This design comes from an exercise in tuning for small area on the open sky130 flow, not from production work. The RTL was checked by simulation tests, not by an equivalence proof against the original design. Power and IR drop assume default switching activity.

Setup of try-nickel:
==> flow/design.v <==
`default_nettype none
module violet_top
  (
    input wire i_clk,
    input wire rst,
    input wire [15:0] leds,
    input wire [15:0] display,
    output wire [15:0] buttons,
    input wire uart_rx,
    output wire uart_tx
  );
  violet_core #(.BAUD_DIV(25000000 / 9600)) u_vio(i_clk, rst, leds, display, buttons, uart_rx, uart_tx);
endmodule
module violet_core #(parameter BAUD_DIV = 2604)
  (
    input wire i_clk,
    input wire rst,
    input wire [15:0] leds,
    input wire [15:0] display,
    output reg [15:0] buttons,
    input wire uart_rx,
    output wire uart_tx
  );
  function [11:0] lfsr_step(input [11:0] s);
    lfsr_step = {s[10:0], ~(s[11] ^ s[10])};
  endfunction
  function [11:0] lfsr_after(input integer n);
    integer i;
    begin
      lfsr_after = 12'd0;
      for (i = 0; i < n; i = i + 1)
        lfsr_after = lfsr_step(lfsr_after);
    end
  endfunction
  localparam [11:0] T_MASK = 12'b101010101010;
  localparam RX_HALF = (BAUD_DIV / 16) * 8;
  localparam [11:0] RX_MID = lfsr_after(RX_HALF - 1);
  localparam [11:0] RX_END = lfsr_after(2 * RX_HALF - 1);
  localparam [11:0] TX_END = lfsr_after(BAUD_DIV - 1);
  reg rx_d, rx_s;
  always @(posedge i_clk) begin
    rx_d <= uart_rx;
    rx_s <= rst | rx_d;
  end
  reg [11:0] rx_tr;     
  wire [11:0] rx_t = rx_tr ^ T_MASK;
  reg [10:0] rx_sh;
  reg [7:0]  rx_data;   
  reg        rx_avail, rx_err;
  wire       rx_ack;
  wire rx_first = rx_sh[9:0] == 10'd0;         
  wire rx_idle  = rx_first && !rx_sh[10];
  wire rx_mid   = rx_t == RX_MID;
  wire rx_end   = rx_t == RX_END;
  wire rx_bad   = rx_first && rx_sh[10] && rx_mid && rx_s;   
  wire rx_done  = rx_end && rx_sh[0];           
  wire rx_clr   = rst || rx_bad || rx_done;
  wire rx_shift = rx_idle ? !rx_s : rx_mid;
  always @(posedge i_clk) begin
    if (rx_idle || rx_end)
      rx_tr <= T_MASK;
    else
      rx_tr <= lfsr_step(rx_t) ^ T_MASK;
    if (rx_clr || rx_shift)
      rx_sh <= {rx_idle | rx_s, rx_sh[10:1]} & {11{!rx_clr}};
    if (rx_done && !rx_err && rx_sh[10])
      rx_data <= rx_sh[9:2];
    if (rst || (rx_idle && rx_ack))
      rx_avail <= 1'b0;
    else if (rx_done && !rx_err && rx_sh[10])
      rx_avail <= 1'b1;
    if (rst || (rx_idle && rx_ack))
      rx_err <= 1'b0;
    else if (rx_bad || (rx_done && !rx_sh[10]))
      rx_err <= 1'b1;
  end
  reg [2:0]  dst;
  reg [1:0]  cls;         
  reg [15:0] cmd_data;
  assign rx_ack = dst[2];
  wire cmd_en = dst == 3'b010;
  wire d_read = !dst[2] && rx_avail;
  always @(posedge i_clk) begin
    if (d_read && !dst[0])
      cls <= rx_data[7:2] == 6'd0 ? rx_data[1:0] : 2'b00;
    if (d_read && dst[0])
      cmd_data <= {rx_data, cmd_data[15:8]};
    if (rst)
      dst <= 3'b000;
    else if (dst[2])
      dst <= {1'b0, dst[0], !dst[1]};
    else
      dst <= {rx_avail, dst[1] & dst[0], dst[0]};
  end
  localparam V_IDLE = 3'b000, V_REQ = 3'b011, V_TX1 = 3'b010, V_W1 = 3'b110,
             V_W2 = 3'b100;
  reg [2:0]  vst;
  reg [15:0] out;
  wire       tx_idle;
  wire v_free = vst == V_IDLE || (vst == V_W2 && tx_idle);
  wire accept = cmd_en && cls[0] && v_free;
  wire tx_go  = (vst == V_W1 || vst == V_W2) && tx_idle;
  always @(posedge i_clk) begin
    if (rst)
      buttons <= 16'd0;
    else if (cmd_en && cls == 2'b10)
      buttons <= cmd_data;
    if (accept)
      out <= cls[1] ? display : leds;
    else if (vst == V_W1 && tx_idle)
      out[7:0] <= out[15:8];
    if (rst)
      vst <= V_IDLE;
    else if (accept)
      vst <= V_REQ;
    else
      case (vst)
        V_REQ: vst <= V_TX1;
        V_TX1: vst <= V_W1;
        V_W1:  if (tx_idle) vst <= V_W2;
        V_W2:  if (tx_idle) vst <= V_IDLE;
        default: vst <= V_IDLE;
      endcase
  end
  reg [9:0]  tsh;
  reg [11:0] tx_tr;
  wire [11:0] tx_t = tx_tr ^ T_MASK;
  assign tx_idle = tsh == 10'd0;
  assign uart_tx = tsh[0] | tx_idle;
  wire tx_end = tx_t == TX_END;
  always @(posedge i_clk) begin
    if (tx_go || tx_end)
      tx_tr <= T_MASK;
    else
      tx_tr <= lfsr_step(tx_t) ^ T_MASK;
    if (rst)
      tsh <= 10'd0;
    else if (tx_go)
      tsh <= {1'b1, out[7:0], 1'b0};
    else if (tx_end)
      tsh <= tsh >> 1;
  end
endmodule
==> flow/config.mk <==
export PLATFORM = sky130hd
export DESIGN_NAME = violet_top
export DESIGN_NICKNAME = violet_top
export VERILOG_FILES = /design/flow/design.v
export SDC_FILE = /design/flow/constraint.sdc
export NUM_CORES = 4
export LEC_CHECK = 0
export CAP_MARGIN = 0
export CORE_MARGIN = 2
export CORE_UTILIZATION = 40
export SLEW_MARGIN = 0
==> flow/constraint.sdc <==
create_clock -name core_clock -period 10.0 [get_ports {i_clk}]
set_input_delay 2.0000 -clock core_clock [delete_from_list [all_inputs] [get_ports {i_clk}]]
set_output_delay 2.0000 -clock core_clock [all_outputs]
set_load 0.01 [all_outputs]
standard.sh (not shown) runs the stock make flow with config.mk's settings and CLKGATE_MAP_FILE= SYNTH_SCRIPT=/design/flow/synth_recipe.tcl, a recipe that flattens the netlist after the stock synthesis.
==> flow/flow/run.sh <==
#!/bin/bash
# Standard ORFS layout with three changes:
#  - synthesis maps the logic with an area-oriented ABC script (flow/area.abc);
#    everything else in synthesis, registers included, is the standard one
#  - port buffers are the smallest buffer cell
#  - the clock tree uses small buffers and no dummy loads
# make's full output goes to flow.log; ORFS keeps each step's log under orfs/logs.
set -euo pipefail
export MY_ABC_SCRIPT=$PWD/flow/area.abc
bash standard.sh \
  "SYNTH_SCRIPT=$PWD/flow/synth.tcl" \
  "BUFFER_PORTS_ARGS=-buffer_cell sky130_fd_sc_hd__buf_1" \
  "CTS_ARGS=-sink_clustering_enable -repair_clock_nets -buf_list sky130_fd_sc_hd__clkbuf_4 -sink_clustering_size 30 -sink_clustering_max_diameter 100 -dont_use_dummy_load" \
  finish > flow.log 2>&1
==> flow/flow/area.abc <==
strash
dc2
dch -f
amap
topo
dnsize -c
==> flow/flow/synth.tcl <==
proc synth {args} { yosys synth -nofsm -noshare {*}$args }
proc abc {args} {
  set i [lsearch -exact $args -script]
  if {$i >= 0 && [info exists ::env(MY_ABC_SCRIPT)]} { lset args [expr {$i + 1}] $::env(MY_ABC_SCRIPT) }
  yosys abc {*}$args
}
source $::env(SCRIPTS_DIR)/synth.tcl
# left out here: clear keep_hierarchy, flatten, clean up, hide names made inside functions, write 1_2_yosys.v
Input changes introduced in try-sierra (baseline for comparison: try-nickel):
--- a/flow/design.v
+++ b/flow/design.v
@@ -21,9 +21,9 @@
     input wire uart_rx,
     output wire uart_tx
   );
   function [11:0] lfsr_step(input [11:0] s);
-    lfsr_step = {s[10:0], ~(s[11] ^ s[10])};
+    lfsr_step = {s[10:0], ~(s[11] ^ s[0])};
   endfunction
   function [11:0] lfsr_after(input integer n);
     integer i;
     begin
@@ -44,9 +44,10 @@
   end
   reg [11:0] rx_tr;     
   wire [11:0] rx_t = rx_tr ^ T_MASK;
   reg [10:0] rx_sh;
-  reg [7:0]  rx_data;   
+  reg [7:0]  rx_data_n;   
+  wire [7:0] rx_data = ~rx_data_n;
   reg        rx_avail, rx_err;
   wire       rx_ack;
   wire rx_first = rx_sh[9:0] == 10'd0;         
   wire rx_idle  = rx_first && !rx_sh[10];
@@ -60,12 +61,14 @@
     if (rx_idle || rx_end)
       rx_tr <= T_MASK;
     else
       rx_tr <= lfsr_step(rx_t) ^ T_MASK;
-    if (rx_clr || rx_shift)
-      rx_sh <= {rx_idle | rx_s, rx_sh[10:1]} & {11{!rx_clr}};
+    if (rx_clr)
+      rx_sh <= 11'd0;
+    else if (rx_shift)
+      rx_sh <= {rx_idle | rx_s, rx_sh[10:1]};
     if (rx_done && !rx_err && rx_sh[10])
-      rx_data <= rx_sh[9:2];
+      rx_data_n <= ~rx_sh[9:2];
     if (rst || (rx_idle && rx_ack))
       rx_avail <= 1'b0;
     else if (rx_done && !rx_err && rx_sh[10])
       rx_avail <= 1'b1;
@@ -75,17 +78,18 @@
       rx_err <= 1'b1;
   end
   reg [2:0]  dst;
   reg [1:0]  cls;         
-  reg [15:0] cmd_data;
+  reg [15:0] cmd_data_n;    
+  wire [15:0] cmd_data = ~cmd_data_n;
   assign rx_ack = dst[2];
   wire cmd_en = dst == 3'b010;
   wire d_read = !dst[2] && rx_avail;
   always @(posedge i_clk) begin
     if (d_read && !dst[0])
       cls <= rx_data[7:2] == 6'd0 ? rx_data[1:0] : 2'b00;
     if (d_read && dst[0])
-      cmd_data <= {rx_data, cmd_data[15:8]};
+      cmd_data_n <= ~{rx_data, cmd_data[15:8]};
     if (rst)
       dst <= 3'b000;
     else if (dst[2])
       dst <= {1'b0, dst[0], !dst[1]};
@@ -94,9 +98,10 @@
   end
   localparam V_IDLE = 3'b000, V_REQ = 3'b011, V_TX1 = 3'b010, V_W1 = 3'b110,
              V_W2 = 3'b100;
   reg [2:0]  vst;
-  reg [15:0] out;
+  reg [15:0] out_r;       
+  wire [15:0] out = out_r ^ 16'hff00;
   wire       tx_idle;
   wire v_free = vst == V_IDLE || (vst == V_W2 && tx_idle);
   wire accept = cmd_en && cls[0] && v_free;
   wire tx_go  = (vst == V_W1 || vst == V_W2) && tx_idle;
@@ -105,11 +110,11 @@
       buttons <= 16'd0;
     else if (cmd_en && cls == 2'b10)
       buttons <= cmd_data;
     if (accept)
-      out <= cls[1] ? display : leds;
+      out_r <= (cls[1] ? display : leds) ^ 16'hff00;
     else if (vst == V_W1 && tx_idle)
-      out[7:0] <= out[15:8];
+      out_r[7:0] <= out[15:8];
     if (rst)
       vst <= V_IDLE;
     else if (accept)
       vst <= V_REQ;
Results
Number of enable flip-flop cells after synthesis sits lower in try-sierra than in try-nickel. Run comparison: try-nickel slowest library cell on the worst path sky130_fd_sc_hd__clkinv_1; try-sierra slowest library cell on the worst path sky130_fd_sc_hd__nor4_1. try-sierra reports its largest family of logic cells by synthesized area as compound AO/OA/AOI/OAI gates while try-nickel reports simple AND/OR/NAND/NOR gates. Count of fill cells added during filler insertion (try-sierra vs. try-nickel) decreases by a little under 10%. [compare] base=try-nickel new=try-sierra: clock power roughly the same; setup slack after placement has increased; final cell count shows a reduction of 10; non-clock buffer count higher. The lower total power came out of try-nickel. On wire length of the first global-routing pass: between try-nickel and try-sierra, it ends up higher for try-sierra. Post-route clock skew, try-nickel and try-sierra: larger value in try-sierra.

==> static timing again, ports no longer ideal <==
How much do the figures lean on ideal ports? The routed layouts below were timed once more, with nothing changed but the port constraints. Step 1 assumes that a clkbuf_16 drives the clock port and a buf_2 every other input. Step 2, shift: input delay + t, output delay - t, t = (earliest + latest rising clock arrival at the registers) / 2. This alone moves slack from input paths to output paths. a / b / c = ideal ports / drivers / drivers and shift; a / b = the first two.
| run | t (ns) | slack for setup (ns) | worst setup path after step 2 | cell pins on the clock port's net |
|---|---|---|---|---|
| try-nickel | 0.487 | 5.867 / 5.850 / 5.380 | input to register | 1 |
| try-sierra | 0.482 | 5.809 / 5.780 / 5.900 | input to register | 1 |
After both steps setup and hold are still met in every run listed. For try-nickel, which loses most, drivers alone change the setup slack by -0.017 ns; drivers and shift together by -0.487 ns.
